From an optimization exercise on the open Yosys and OpenROAD flow, aimed at small area; shortcuts taken in it are not production practice. In this exercise RTL edits were held to simulation tests only and were not proved equivalent to the original. No activity file was given, so power comes from the tool's default toggle rates.

==> trial 77: inputs <==
Design ecc_codec, start of the top module:
module ecc_codec (
  input  logic        clk,
  input  logic        rst_n,      
  input  logic        en,         
  input  logic [71:0] enc_d,      
  output logic [79:0] enc_q,      
  input  logic [79:0] dec_d,      
  output logic [71:0] dec_q,      
  output logic [7:0]  dec_syndrome,
  output logic        dec_sb_err,
  output logic        dec_db_err,
  output logic        dec_sb_fix
);
  logic [71:0] enc_r;
  always_ff @(posedge clk or negedge rst_n)
    if (!rst_n)  enc_r <= 72'h0;
    else if (en) enc_r <= enc_d;
  ecc_enc enc_inst (
    .d_i ( enc_r ),
    .q_o ( enc_q ));
  ecc_dec dec_inst (
    .rst_ni     ( rst_n        ),
    .clk_i      ( clk          ),
    .clkena_i   ( en           ),
    .d_i        ( dec_d        ),
    .q_o        ( dec_q        ),
    .syndrome_o ( dec_syndrome ),
    .sb_err_o   ( dec_sb_err   ),
    .db_err_o   ( dec_db_err   ),
    .sb_fix_o   ( dec_sb_fix   ));
endmodule
Settings: LEC_CHECK=0, CAP_MARGIN=20, CORE_MARGIN=2, CORE_UTILIZATION=65, SLEW_MARGIN=20; clock period 4.0 ns.
standard.sh (not shown) runs the stock make flow with config.mk's settings and CLKGATE_MAP_FILE= SYNTH_SCRIPT=/design/flow/synth_recipe.tcl, a recipe that flattens the netlist after the stock synthesis.
==> flow/flow/run.sh <==
#!/bin/bash
# The standard layout with these changes:
#  - synthesis maps each 2:1 mux (the registers' clock enables) to an a22o cell with a shared
#    inverted select (flow/mux_a22o.v), then maps the rest of the logic with an area-oriented
#    ABC script (flow/area.abc) instead of ORFS's speed script. The flip-flops are mapped
#    before ABC runs, so they are the standard synthesis's;
#  - every input and output port gets the smallest buffer (buf_1);
#  - clock tree synthesis takes its arguments from flow/cts_args when that file exists.
set -euo pipefail
W=$PWD
# synthesis script: synth_recipe.tcl with a wrapper around ABC's logic mapping
{
  head -n 1 synth_recipe.tcl
  cat <<TCL
proc abc {args} {
  set i [lsearch -exact \$args -script]
  if {\$i >= 0 && [string match *abc_speed.script [lindex \$args [expr {\$i + 1}]]]} {
    yosys techmap -map $W/flow/mux_a22o.v \$::env(DESIGN_NAME)
    yosys opt_merge
    lset args [expr {\$i + 1}] $W/flow/area.abc
  }
  yosys abc {*}\$args
}
TCL
  tail -n +2 synth_recipe.tcl
} > own_synth.tcl
sed "s#SYNTH_SCRIPT=[^ ]*synth_recipe.tcl#SYNTH_SCRIPT=$W/own_synth.tcl#" standard.sh > own_standard.sh
grep -q "SYNTH_SCRIPT=$W/own_synth.tcl" own_standard.sh
# clock tree synthesis arguments, if flow/cts_args gives them
if [[ -f flow/cts_args ]]; then
  export CTS_ARGS="$(cat flow/cts_args)"
fi
export BUFFER_PORTS_ARGS="-buffer_cell sky130_fd_sc_hd__buf_1"
bash own_standard.sh > own_flow.log 2>&1
==> flow/flow/area.abc <==
&get -n
&st
&synch2
&nf -R 1000
&put
==> flow/flow/cts_args <==
-sink_clustering_enable -repair_clock_nets -sink_clustering_size 10 -sink_clustering_max_diameter 40 -dont_use_dummy_load -buf_list {sky130_fd_sc_hd__clkbuf_4} -root_buf sky130_fd_sc_hd__clkbuf_16
==> flow/flow/mux_a22o.v <==
// Each 2:1 mux as an a22o cell with an inverted select; opt_merge shares the inverters.
module \$_MUX_ (input A, input B, input S, output Y);
  wire sn;
  \$_NOT_ inv (.A(S), .Y(sn));
  sky130_fd_sc_hd__a22o_1 _TECHMAP_REPLACE_ (.A1(S), .A2(B), .B1(sn), .B2(A), .X(Y));
endmodule
==> trial 14 (differences from trial 77) <==
==> flow/flow/cts_args (replaced) <==
-sink_clustering_enable -repair_clock_nets -sink_clustering_size 14 -sink_clustering_max_diameter 60 -dont_use_dummy_load -buf_list {sky130_fd_sc_hd__clkbuf_8} -root_buf sky130_fd_sc_hd__clkbuf_16
--- a/flow/config.mk
+++ b/flow/config.mk
@@ -9,3 +9,5 @@
 export CORE_MARGIN = 2
-export CORE_UTILIZATION = 65
+export CORE_UTILIZATION = 40
+export CTS_CLUSTER_DIAMETER = 80
+export CTS_CLUSTER_SIZE = 20
 export SLEW_MARGIN = 20
==> summary.txt <==
DR WL/cell 20.5 um; Chip Width 172 um; P per Cell Area 651 nW/um^2; crit-path max cell delay 0.45 ns; total track usage 21.6%; P_leak 5.02 nW; WHS 0.455 ns; proportion of layout cells with a drive suffix above 1 4.72%; n_diodes 0; status timing/DRC/antenna clean; P_seq 3.07 mW; area of the multi-input gates 5120 um^2; Reg clk slew, reported paths 0.09 ns
The numbers above come from trial 14.

==> summary.txt <==
DR WL/cell 20.2 um; area of the multi-input gates 5050 um^2; P per Cell Area 645 nW/um^2; total track usage 31.4%; n_diodes 1; status timing/DRC/antenna clean
The numbers above come from trial 77.

[what the ideal ports hide]
How much do the figures lean on ideal ports? The routed layouts below were timed once more, with nothing changed but the port constraints. Step 1, drivers: a clkbuf_16 drives clk and a buf_2 each remaining input, both assumed. Step 2, shift: input delay + t, output delay - t, t = (earliest + latest rising clock arrival at the registers) / 2. This alone moves slack from input paths to output paths. a / b / c = no drivers / after step 1 / after step 2; a / b = the first two.
run	t (ns)	setup WS [ns]	hold WS [ns]	slew at the worst register clock pin (ns)
trial 77	0.514	0.080 / 0.034 / 0.548	0.379 / 0.355 / 0.504	0.11 / 0.11
trial 14	0.535	0.182 / 0.132 / 0.667	0.455 / 0.427 / 0.461	0.09 / 0.09
After both steps every run listed still meets setup and hold.
